This design comes from an exercise in tuning for small area on the open sky130 flow, not from production work.
RTL that was checked went through simulation tests only; none was proved equivalent to the original.
No activity file was given, so power comes from the tool's default toggle rates.

==> job 135: inputs <==
// CPUtop
module CPUtop (input power,reset,clk,writeI,softReset,input [31:0] dataI,TPC,output valid,
	output [4:0] wb_reg, output [31:0] wb_data,
	output mem_we, output [31:0] mem_addr, mem_wdata,
	output [31:0] pc);
	localparam MS = 22;    
	integer p;
	genvar j, t;
	reg [29:0] ipc;             
	reg [29:0] instr;           
	reg [511:0] imem;           
	reg [255:0] rf;             
	reg [255:0] dm;             
	reg rq;                     
	reg [29:0] d_ir;            
	reg x_M, x_D, x_ADD, x_SUB, x_SLT, x_AI, x_J, x_rw, x_mr, x_mw;    
	reg [4:0] x_wr;
	reg [15:0] x_imm;           
	reg x_R;
	reg [31:0] x_rt;
	reg [31:0] m_alu, m_sd;
	reg [MS-1:0] m_q;
	reg m_s, m_M, m_D, m_ADD, m_SUB, m_SLT, m_AI;
	reg [4:0] m_wr;
	reg m_rw, m_mr, m_mw, m_J;
	reg [31:0] w_d;             
	reg [4:0] w_wr;
	reg w_rw;
	wire clr = reset | softReset;
	wire eN = power & ~clr, hN = ~power & ~clr;               
	wire eI = ~writeI & ~reset, hI = writeI & ~reset;         
	wire run = power & ~softReset;
	wire eP = run & ~reset, hP = ~run & ~reset;               
	wire [1:0] bo = TPC[1:0];
	wire [3:0] bw0 = TPC[5:2];
	wire [3:0] bw1 = TPC[5:2] + 4'd1;
	wire [31:0] rot = (bo == 2'd0) ? dataI :
	                  (bo == 2'd1) ? {dataI[7:0], dataI[31:8]} :
	                  (bo == 2'd2) ? {dataI[15:0], dataI[31:16]} :
	                                 {dataI[23:0], dataI[31:24]};
	always @(posedge clk) rq <= reset;
	wire [31:0] idat = rot & {32{~(reset & rq)}};
	always @(posedge clk) begin
		for (p = 0; p < 64; p = p + 1)
			if (reset | (writeI & (((p/4) == bw0 && (p%4) >= bo) || ((p/4) == bw1 && (p%4) < bo))))
				imem[32*(p/4) + 24 - 8*(p%4) +: 8] <= idat[24 - 8*(p%4) +: 8];
	end
	wire [15:0] ohf = 16'd1 << ipc[3:0];
	wire [29:0] fw, instr_n;
	generate
		for (t = 0; t < 30; t = t + 1) begin : fetch
			localparam integer B = (t < 24) ? t : t + 2;
  ...
==> flow/config.mk <==
export PLATFORM = sky130hd
export DESIGN_NAME = CPUtop
export DESIGN_NICKNAME = CPUtop
export VERILOG_FILES = /design/flow/design.v
export SDC_FILE = /design/flow/constraint.sdc
export NUM_CORES = 4
export LEC_CHECK = 0
export ABC_AREA = 1
export CAP_MARGIN = 20
export CORE_MARGIN = 2
export CORE_UTILIZATION = 60
export PLACE_DENSITY = 0.7
export SLEW_MARGIN = 20
export SYNTH_HIERARCHICAL = 1
==> flow/constraint.sdc <==
create_clock -name core_clock -period 140.0 [get_ports {clk}]
set_input_delay 28.0000 -clock core_clock [delete_from_list [all_inputs] [get_ports {clk}]]
set_output_delay 28.0000 -clock core_clock [all_outputs]
set_load 0.01 [all_outputs]
standard.sh (not shown) runs the stock make flow with config.mk's settings and CLKGATE_MAP_FILE= SYNTH_SCRIPT=/design/flow/synth_recipe.tcl, a recipe that flattens the netlist after the stock synthesis.
==> flow/flow/run.sh <==
#!/bin/bash
# Own layout flow: the standard ORFS flow (standard.sh) with these changes:
#  - port buffers use the smallest buffer cell;
#  - clock tree synthesis options (flow/cts_args.txt).
# Registers, floorplan, power grid, placement, routing and reports are ORFS's
# own steps, run by standard.sh. Each step's full log is in orfs/logs/, and
# make's own output in flow_make.log.
set -euo pipefail
W=$(pwd)
rm -rf "$W/scripts_own"
cp -r "$FLOW_HOME/scripts" "$W/scripts_own"
cp "$W/flow/abc_area.script" "$W/scripts_own/abc_area.script"
export SCRIPTS_DIR="$W/scripts_own"
export CTS_ARGS="$(cat "$W/flow/cts_args.txt")"
export BUFFER_PORTS_ARGS="-buffer_cell sky130_fd_sc_hd__buf_1"
bash "$W/standard.sh" "SCRIPTS_DIR=$SCRIPTS_DIR" finish > "$W/flow_make.log" 2>&1
==> flow/flow/abc_area.script <==
strash
dch
amap
&get -n
&st
&dch
&put
amap
topo
stime -c
==> flow/flow/cts_args.txt <==
-sink_clustering_enable -repair_clock_nets -dont_use_dummy_load -buf_list {sky130_fd_sc_hd__clkbuf_8}
==> inputs of job 7591, as changes to job 135 <==
--- a/flow/design.v
+++ b/flow/design.v
@@ -10,20 +10,29 @@
 	reg [511:0] imem;           
 	reg [255:0] rf;             
 	reg [255:0] dm;             
 	reg rq;                     
 	reg [29:0] d_ir;            
-	reg x_M, x_D, x_ADD, x_SUB, x_SLT, x_AI, x_J, x_rw, x_mr, x_mw;    
+	localparam [3:0] C_NONE = 4'b0000, C_ZW = 4'b0001,    
+	                 C_AI = 4'b0010, C_LW = 4'b0011, C_SW = 4'b0100, C_J = 4'b0101,
+	                 C_M = 4'b1000, C_D = 4'b1001,          
+	                 C_ADD = 4'b1100, C_SUB = 4'b1101, C_SLT = 4'b1110;
+	reg [3:0] x_c;              
 	reg [4:0] x_wr;
 	reg [15:0] x_imm;           
-	reg x_R;
 	reg [31:0] x_rt;
 	reg [31:0] m_alu, m_sd;
 	reg [MS-1:0] m_q;
-	reg m_s, m_M, m_D, m_ADD, m_SUB, m_SLT, m_AI;
+	reg m_s;
+	reg [3:0] m_c;
 	reg [4:0] m_wr;
-	reg m_rw, m_mr, m_mw, m_J;
+	wire x_M = (x_c == C_M), x_D = (x_c == C_D), x_AI = (x_c == C_AI), x_J = (x_c == C_J);
+	wire x_mr = (x_c == C_LW), x_mw = (x_c == C_SW), x_R = x_c[3];
+	wire m_M = (m_c == C_M), m_D = (m_c == C_D), m_ADD = (m_c == C_ADD), m_SUB = (m_c == C_SUB);
+	wire m_SLT = (m_c == C_SLT), m_AI = (m_c == C_AI), m_J = (m_c == C_J);
+	wire m_mr = (m_c == C_LW), m_mw = (m_c == C_SW);
+	wire m_rw = m_c[3] | (~m_c[2] & (m_c[1] | m_c[0]));
 	reg [31:0] w_d;             
 	reg [4:0] w_wr;
 	reg w_rw;
 	wire clr = reset | softReset;
 	wire eN = power & ~clr, hN = ~power & ~clr;               
@@ -37,15 +46,28 @@
 	                  (bo == 2'd1) ? {dataI[7:0], dataI[31:8]} :
 	                  (bo == 2'd2) ? {dataI[15:0], dataI[31:16]} :
 	                                 {dataI[23:0], dataI[31:24]};
 	always @(posedge clk) rq <= reset;
 	wire [31:0] idat = rot & {32{~(reset & rq)}};
-	always @(posedge clk) begin
+	reg [63:0] iwe;
+	always @(*) begin
 		for (p = 0; p < 64; p = p + 1)
-			if (reset | (writeI & (((p/4) == bw0 && (p%4) >= bo) || ((p/4) == bw1 && (p%4) < bo))))
-				imem[32*(p/4) + 24 - 8*(p%4) +: 8] <= idat[24 - 8*(p%4) +: 8];
+			iwe[p] = reset | (writeI & (((p/4) == bw0 && (p%4) >= bo) || ((p/4) == bw1 && (p%4) < bo)));
 	end
+	wire [63:0] iweb = ~iwe;
+	wire [511:0] imem_n;
+	generate
+		for (j = 0; j < 512; j = j + 1) begin : imw
+			localparam integer BY = 4*(j/32) + 3 - (j%32)/8;    
+			if ((j%32) == 24 || (j%32) == 25) begin : unused
+				assign imem_n[j] = 1'b0;
+			end else begin : st
+				ao22 h (.a1(iwe[BY]), .a2(idat[j%32]), .b1(iweb[BY]), .b2(imem[j]), .y(imem_n[j]));
+			end
+		end
+	endgenerate
+	always @(posedge clk) imem <= imem_n;
 	wire [15:0] ohf = 16'd1 << ipc[3:0];
 	wire [29:0] fw, instr_n;
 	generate
 		for (t = 0; t < 30; t = t + 1) begin : fetch
 			localparam integer B = (t < 24) ? t : t + 2;
@@ -86,16 +108,13 @@
 	wire isAddiu = (op == 6'b001001);
 	wire isLw = (op == 6'b100011);
 	wire isSw = (op == 6'b101011);
 	wire fSLL = (fn == 6'b000000), fSRL = (fn == 6'b000010), fADD = (fn == 6'b100000), fMUL = (fn == 6'b011000),
 	     fDIV = (fn == 6'b011010), fSUB = (fn == 6'b100010), fSLT = (fn == 6'b101010);
-	wire id_M = isR & (fMUL | fSLL);
-	wire id_D = isR & (fDIV | fSRL);
-	wire id_ADD = isR & fADD;
-	wire id_SUB = isR & fSUB;
-	wire id_SLT = isR & fSLT;
-	wire id_rw = isR | isAddi | isAddiu | isLw;
+	wire [3:0] id_c = isR ? ((fMUL | fSLL) ? C_M : (fDIV | fSRL) ? C_D : fADD ? C_ADD :
+	                         fSUB ? C_SUB : fSLT ? C_SLT : C_ZW) :
+	                  isAddi ? C_AI : isAddiu ? C_ZW : isLw ? C_LW : isSw ? C_SW : isJ ? C_J : C_NONE;
 	wire [4:0] id_wr = isR ? ir[15:11] : ir[20:16];
 	wire [7:0] ohs = 8'd1 << ir[23:21];
 	wire [7:0] oht = 8'd1 << ir[18:16];
 	wire [31:0] rs_v, rt_v;      
 	generate
@@ -109,19 +128,19 @@
 		end
 	endgenerate
 	wire [31:0] onehot = (rt_v[31:5] == 27'd0) ? (32'd1 << rt_v[4:0]) : 32'd0;
 	wire [31:0] id_rt = (isR & (fSLL | fSRL)) ? onehot : rt_v;
 	wire [15:0] id_imm = isR ? id_rt[15:0] : ir[15:0];
-	wire [63:0] xcur = {x_M, x_D, x_ADD, x_SUB, x_SLT, x_AI, x_J, x_rw, x_mr, x_mw, x_wr, x_imm, x_R, x_rt};
-	wire [63:0] xnxt = {id_M, id_D, id_ADD, id_SUB, id_SLT, isAddi, isJ, id_rw, isLw, isSw, id_wr, id_imm, isR, id_rt};
-	wire [63:0] x_n;
+	wire [56:0] xcur = {x_c, x_wr, x_imm, x_rt};
+	wire [56:0] xnxt = {id_c, id_wr, id_imm, id_rt};
+	wire [56:0] x_n;
 	generate
-		for (t = 0; t < 64; t = t + 1) begin : idex
+		for (t = 0; t < 57; t = t + 1) begin : idex
 			ao22 h (.a1(eN), .a2(xnxt[t]), .b1(hN), .b2(xcur[t]), .y(x_n[t]));
 		end
 	endgenerate
-	always @(negedge clk) {x_M, x_D, x_ADD, x_SUB, x_SLT, x_AI, x_J, x_rw, x_mr, x_mw, x_wr, x_imm, x_R, x_rt} <= x_n;
+	always @(negedge clk) {x_c, x_wr, x_imm, x_rt} <= x_n;
 	wire [31:0] x_col = {x_rt[31:16] & {16{x_R}}, x_imm};
 	wire [31:0] A = rs_v;
 	wire [32:0] ac;
 	wire [31:0] asum;
 	assign ac[0] = 1'b0;
@@ -201,19 +220,19 @@
 		end
 	endgenerate
 	wire [31:0] m_alu_d = (x_mr | x_mw | x_AI) ? asum :
 	                      x_J ? {14'd0, x_col[15:0], 2'b00} :
 	                      {S[32*(MS-1) +: MS], A[31-MS:0]};
-	wire [101:0] mcur = {m_alu, m_sd, m_q, m_s, m_M, m_D, m_ADD, m_SUB, m_SLT, m_AI, m_wr, m_rw, m_mr, m_mw, m_J};
-	wire [101:0] mnxt = {m_alu_d, x_rt, q[MS-1:0], sg[MS-1], x_M, x_D, x_ADD, x_SUB, x_SLT, x_AI, x_wr, x_rw, x_mr, x_mw, x_J};
-	wire [101:0] m_n;
+	wire [95:0] mcur = {m_alu, m_sd, m_q, m_s, m_c, m_wr};
+	wire [95:0] mnxt = {m_alu_d, x_rt, q[MS-1:0], sg[MS-1], x_c, x_wr};
+	wire [95:0] m_n;
 	generate
-		for (t = 0; t < 102; t = t + 1) begin : exmem
+		for (t = 0; t < 96; t = t + 1) begin : exmem
 			ao22 h (.a1(eN), .a2(mnxt[t]), .b1(hN), .b2(mcur[t]), .y(m_n[t]));
 		end
 	endgenerate
-	always @(negedge clk) {m_alu, m_sd, m_q, m_s, m_M, m_D, m_ADD, m_SUB, m_SLT, m_AI, m_wr, m_rw, m_mr, m_mw, m_J} <= m_n;
+	always @(negedge clk) {m_alu, m_sd, m_q, m_s, m_c, m_wr} <= m_n;
 	wire [31:0] quo;
 	generate
 		for (j = 0; j < 32; j = j + 1) begin : qbits
 			if (j < MS) begin : lo
 				assign quo[31-j] = m_q[j];
@@ -224,15 +243,19 @@
 	endgenerate
 	wire [31:0] arr = (m_M | m_ADD | m_SUB) ? S[32*31 +: 32] :
 	                  m_D ? (zm[0] ? 32'd0 : quo) :
 	                  m_SLT ? {31'd0, ~q[31]} : 32'd0;
 	wire [7:0] oha = 8'd1 << m_alu[2:0];
-	always @(posedge clk) begin
-		for (p = 0; p < 8; p = p + 1)
-			if (reset | (m_mw & oha[p]))
-				dm[32*p +: 32] <= m_sd;
-	end
+	wire [7:0] dwe = {8{reset}} | ({8{m_mw}} & oha);
+	wire [7:0] dweb = ~dwe;
+	wire [255:0] dm_n;
+	generate
+		for (j = 0; j < 256; j = j + 1) begin : dmw
+			ao22 h (.a1(dwe[j/32]), .a2(m_sd[j%32]), .b1(dweb[j/32]), .b2(dm[j]), .y(dm_n[j]));
+		end
+	endgenerate
+	always @(posedge clk) dm <= dm_n;
 	wire [31:0] dmq;
 	generate
 		for (t = 0; t < 32; t = t + 1) begin : dmr
 			wire [7:0] col;
 			for (j = 0; j < 8; j = j + 1) begin : r
@@ -250,15 +273,19 @@
 			ao22 h (.a1(eN), .a2(wnxt[t]), .b1(hN), .b2(wcur[t]), .y(w_n[t]));
 		end
 	endgenerate
 	always @(negedge clk) {w_d, w_wr, w_rw} <= w_n;
 	wire [7:0] ohw = 8'd1 << w_wr[2:0];
-	always @(negedge clk) begin
-		for (p = 0; p < 8; p = p + 1)
-			if (reset | (w_rw & ohw[p]))
-				rf[32*p +: 32] <= w_d;
-	end
+	wire [7:0] rwe = {8{reset}} | ({8{w_rw}} & ohw);
+	wire [7:0] rweb = ~rwe;
+	wire [255:0] rf_n;
+	generate
+		for (j = 0; j < 256; j = j + 1) begin : rfw
+			ao22 h (.a1(rwe[j/32]), .a2(w_d[j%32]), .b1(rweb[j/32]), .b2(rf[j]), .y(rf_n[j]));
+		end
+	endgenerate
+	always @(negedge clk) rf <= rf_n;
 	assign valid = w_rw;
 	assign wb_reg = w_wr;
 	assign wb_data = w_d;
 	assign mem_we = m_mw;
 	assign mem_addr = m_alu;
==> flow/flow/run.sh (replaced) <==
#!/bin/bash
# Own layout flow: the standard ORFS flow (standard.sh) with these changes:
#  - port buffers use the smallest buffer cell;
#  - clock tree synthesis: the clock inverter of the falling-edge registers is
#    kept whole (not copied next to each register), so CTS builds one tree on
#    clk and one on the inverted clock; no dummy loads; options in
#    flow/cts_args.txt.
# Registers, floorplan, power grid, placement, routing and reports are ORFS's
# own steps, run by standard.sh. Each step's full log is in orfs/logs/, and
# make's own output in flow_make.log.
set -euo pipefail
W=$(pwd)
rm -rf "$W/scripts_own"
cp -r "$FLOW_HOME/scripts" "$W/scripts_own"
cp "$W/flow/abc_area.script" "$W/scripts_own/abc_area.script"
sed -i 's/^repair_clock_inverters$/# repair_clock_inverters (left out by flow\/run.sh)/' "$W/scripts_own/cts.tcl"
grep -q "left out by flow" "$W/scripts_own/cts.tcl"
export SCRIPTS_DIR="$W/scripts_own"
export CTS_ARGS="$(cat "$W/flow/cts_args.txt")"
export BUFFER_PORTS_ARGS="-buffer_cell sky130_fd_sc_hd__buf_1"
bash "$W/standard.sh" "SCRIPTS_DIR=$SCRIPTS_DIR" finish > "$W/flow_make.log" 2>&1
==> flow/flow/cts_args.txt (replaced) <==
-sink_clustering_enable -repair_clock_nets -dont_use_dummy_load -buf_list {sky130_fd_sc_hd__clkbuf_8} -sink_clustering_size 16 -sink_clustering_max_diameter 50
==> inputs of job 5440, as changes to job 135 <==
--- a/flow/design.v
+++ b/flow/design.v
@@ -10,20 +10,29 @@
 	reg [511:0] imem;           
 	reg [255:0] rf;             
 	reg [255:0] dm;             
 	reg rq;                     
 	reg [29:0] d_ir;            
-	reg x_M, x_D, x_ADD, x_SUB, x_SLT, x_AI, x_J, x_rw, x_mr, x_mw;    
+	localparam [3:0] C_NONE = 4'b0000, C_ZW = 4'b0001,    
+	                 C_AI = 4'b0010, C_LW = 4'b0011, C_SW = 4'b0100, C_J = 4'b0101,
+	                 C_M = 4'b1000, C_D = 4'b1001,          
+	                 C_ADD = 4'b1100, C_SUB = 4'b1101, C_SLT = 4'b1110;
+	reg [3:0] x_c;              
 	reg [4:0] x_wr;
 	reg [15:0] x_imm;           
-	reg x_R;
 	reg [31:0] x_rt;
 	reg [31:0] m_alu, m_sd;
 	reg [MS-1:0] m_q;
-	reg m_s, m_M, m_D, m_ADD, m_SUB, m_SLT, m_AI;
+	reg m_s;
+	reg [3:0] m_c;
 	reg [4:0] m_wr;
-	reg m_rw, m_mr, m_mw, m_J;
+	wire x_M = (x_c == C_M), x_D = (x_c == C_D), x_AI = (x_c == C_AI), x_J = (x_c == C_J);
+	wire x_mr = (x_c == C_LW), x_mw = (x_c == C_SW), x_R = x_c[3];
+	wire m_M = (m_c == C_M), m_D = (m_c == C_D), m_ADD = (m_c == C_ADD), m_SUB = (m_c == C_SUB);
+	wire m_SLT = (m_c == C_SLT), m_AI = (m_c == C_AI), m_J = (m_c == C_J);
+	wire m_mr = (m_c == C_LW), m_mw = (m_c == C_SW);
+	wire m_rw = m_c[3] | (~m_c[2] & (m_c[1] | m_c[0]));
 	reg [31:0] w_d;             
 	reg [4:0] w_wr;
 	reg w_rw;
 	wire clr = reset | softReset;
 	wire eN = power & ~clr, hN = ~power & ~clr;               
@@ -86,16 +95,13 @@
 	wire isAddiu = (op == 6'b001001);
 	wire isLw = (op == 6'b100011);
 	wire isSw = (op == 6'b101011);
 	wire fSLL = (fn == 6'b000000), fSRL = (fn == 6'b000010), fADD = (fn == 6'b100000), fMUL = (fn == 6'b011000),
 	     fDIV = (fn == 6'b011010), fSUB = (fn == 6'b100010), fSLT = (fn == 6'b101010);
-	wire id_M = isR & (fMUL | fSLL);
-	wire id_D = isR & (fDIV | fSRL);
-	wire id_ADD = isR & fADD;
-	wire id_SUB = isR & fSUB;
-	wire id_SLT = isR & fSLT;
-	wire id_rw = isR | isAddi | isAddiu | isLw;
+	wire [3:0] id_c = isR ? ((fMUL | fSLL) ? C_M : (fDIV | fSRL) ? C_D : fADD ? C_ADD :
+	                         fSUB ? C_SUB : fSLT ? C_SLT : C_ZW) :
+	                  isAddi ? C_AI : isAddiu ? C_ZW : isLw ? C_LW : isSw ? C_SW : isJ ? C_J : C_NONE;
 	wire [4:0] id_wr = isR ? ir[15:11] : ir[20:16];
 	wire [7:0] ohs = 8'd1 << ir[23:21];
 	wire [7:0] oht = 8'd1 << ir[18:16];
 	wire [31:0] rs_v, rt_v;      
 	generate
@@ -109,19 +115,19 @@
 		end
 	endgenerate
 	wire [31:0] onehot = (rt_v[31:5] == 27'd0) ? (32'd1 << rt_v[4:0]) : 32'd0;
 	wire [31:0] id_rt = (isR & (fSLL | fSRL)) ? onehot : rt_v;
 	wire [15:0] id_imm = isR ? id_rt[15:0] : ir[15:0];
-	wire [63:0] xcur = {x_M, x_D, x_ADD, x_SUB, x_SLT, x_AI, x_J, x_rw, x_mr, x_mw, x_wr, x_imm, x_R, x_rt};
-	wire [63:0] xnxt = {id_M, id_D, id_ADD, id_SUB, id_SLT, isAddi, isJ, id_rw, isLw, isSw, id_wr, id_imm, isR, id_rt};
-	wire [63:0] x_n;
+	wire [56:0] xcur = {x_c, x_wr, x_imm, x_rt};
+	wire [56:0] xnxt = {id_c, id_wr, id_imm, id_rt};
+	wire [56:0] x_n;
 	generate
-		for (t = 0; t < 64; t = t + 1) begin : idex
+		for (t = 0; t < 57; t = t + 1) begin : idex
 			ao22 h (.a1(eN), .a2(xnxt[t]), .b1(hN), .b2(xcur[t]), .y(x_n[t]));
 		end
 	endgenerate
-	always @(negedge clk) {x_M, x_D, x_ADD, x_SUB, x_SLT, x_AI, x_J, x_rw, x_mr, x_mw, x_wr, x_imm, x_R, x_rt} <= x_n;
+	always @(negedge clk) {x_c, x_wr, x_imm, x_rt} <= x_n;
 	wire [31:0] x_col = {x_rt[31:16] & {16{x_R}}, x_imm};
 	wire [31:0] A = rs_v;
 	wire [32:0] ac;
 	wire [31:0] asum;
 	assign ac[0] = 1'b0;
@@ -201,19 +207,19 @@
 		end
 	endgenerate
 	wire [31:0] m_alu_d = (x_mr | x_mw | x_AI) ? asum :
 	                      x_J ? {14'd0, x_col[15:0], 2'b00} :
 	                      {S[32*(MS-1) +: MS], A[31-MS:0]};
-	wire [101:0] mcur = {m_alu, m_sd, m_q, m_s, m_M, m_D, m_ADD, m_SUB, m_SLT, m_AI, m_wr, m_rw, m_mr, m_mw, m_J};
-	wire [101:0] mnxt = {m_alu_d, x_rt, q[MS-1:0], sg[MS-1], x_M, x_D, x_ADD, x_SUB, x_SLT, x_AI, x_wr, x_rw, x_mr, x_mw, x_J};
-	wire [101:0] m_n;
+	wire [95:0] mcur = {m_alu, m_sd, m_q, m_s, m_c, m_wr};
+	wire [95:0] mnxt = {m_alu_d, x_rt, q[MS-1:0], sg[MS-1], x_c, x_wr};
+	wire [95:0] m_n;
 	generate
-		for (t = 0; t < 102; t = t + 1) begin : exmem
+		for (t = 0; t < 96; t = t + 1) begin : exmem
 			ao22 h (.a1(eN), .a2(mnxt[t]), .b1(hN), .b2(mcur[t]), .y(m_n[t]));
 		end
 	endgenerate
-	always @(negedge clk) {m_alu, m_sd, m_q, m_s, m_M, m_D, m_ADD, m_SUB, m_SLT, m_AI, m_wr, m_rw, m_mr, m_mw, m_J} <= m_n;
+	always @(negedge clk) {m_alu, m_sd, m_q, m_s, m_c, m_wr} <= m_n;
 	wire [31:0] quo;
 	generate
 		for (j = 0; j < 32; j = j + 1) begin : qbits
 			if (j < MS) begin : lo
 				assign quo[31-j] = m_q[j];
==> flow/flow/run.sh (replaced) <==
#!/bin/bash
# Own layout flow: the standard ORFS flow (standard.sh) with these changes:
#  - port buffers use the smallest buffer cell;
#  - clock tree synthesis: the clock inverter of the falling-edge registers is
#    kept whole (not copied next to each register), so CTS builds one tree on
#    clk and one on the inverted clock; no dummy loads; options in
#    flow/cts_args.txt.
# Registers, floorplan, power grid, placement, routing and reports are ORFS's
# own steps, run by standard.sh. Each step's full log is in orfs/logs/, and
# make's own output in flow_make.log.
set -euo pipefail
W=$(pwd)
rm -rf "$W/scripts_own"
cp -r "$FLOW_HOME/scripts" "$W/scripts_own"
cp "$W/flow/abc_area.script" "$W/scripts_own/abc_area.script"
sed -i 's/^repair_clock_inverters$/# repair_clock_inverters (left out by flow\/run.sh)/' "$W/scripts_own/cts.tcl"
grep -q "left out by flow" "$W/scripts_own/cts.tcl"
export SCRIPTS_DIR="$W/scripts_own"
export CTS_ARGS="$(cat "$W/flow/cts_args.txt")"
export BUFFER_PORTS_ARGS="-buffer_cell sky130_fd_sc_hd__buf_1"
bash "$W/standard.sh" "SCRIPTS_DIR=$SCRIPTS_DIR" finish > "$W/flow_make.log" 2>&1
==> flow/flow/cts_args.txt (replaced) <==
-sink_clustering_enable -repair_clock_nets -dont_use_dummy_load -buf_list {sky130_fd_sc_hd__clkbuf_8} -sink_clustering_size 16 -sink_clustering_max_diameter 50
- CAP_MARGIN: 20 -> 10
- CORE_UTILIZATION: 60 -> 72
- PLACE_DENSITY: 0.7 -> 0.8
- SLEW_MARGIN: 20 -> 10
==> comparison table <==
quantity	job 7591	job 135	job 5440
Global router's overall resource usage	0.417	0.375	0.441
Post-synthesis share of cell area spent on and, or, nand and nor gates	0.0477	0.0539	0.0503
Clk network pwr share	0.307	0.389	0.274
Worst setup timing slack at the placement stage	16570 ps	16680 ps	16270 ps
Routed length on met3	27700 um	23800 um	30500 um
Clock latency on the worst-skew pair	1850 ps	900 ps	1550 ps
Peak ir drop on the vdd network	0.0104 mV	0.00985 mV	0.0122 mV
Switching Fraction	0.271	0.278	0.245
DR iter-0 viols	9019	7877	9338
Die Y-Extent	327 um	331 um	302 um
Top cell type's share of synthesized area	0.407	0.465	0.467
Critical path buffers and inverters	24	23	14
Number of tapcells	1380	1391	1165
Result of the run	complete, no violations	complete, no violations	complete, no violations
Cell type with the largest total area after synthesis	sky130_fd_sc_hd__dfxtp_1	sky130_fd_sc_hd__edfxtp_1	sky130_fd_sc_hd__edfxtp_1
Destination of the critical timing path	m_alu[31]$_DFF_N_	m_alu[31]$_DFF_N_	w_d[0]$_DFF_N_
Number of global-route vias before repair	53700	49400	46000
Only the layout flow was run in job 135 and job 5440; the RTL was not checked for function there.
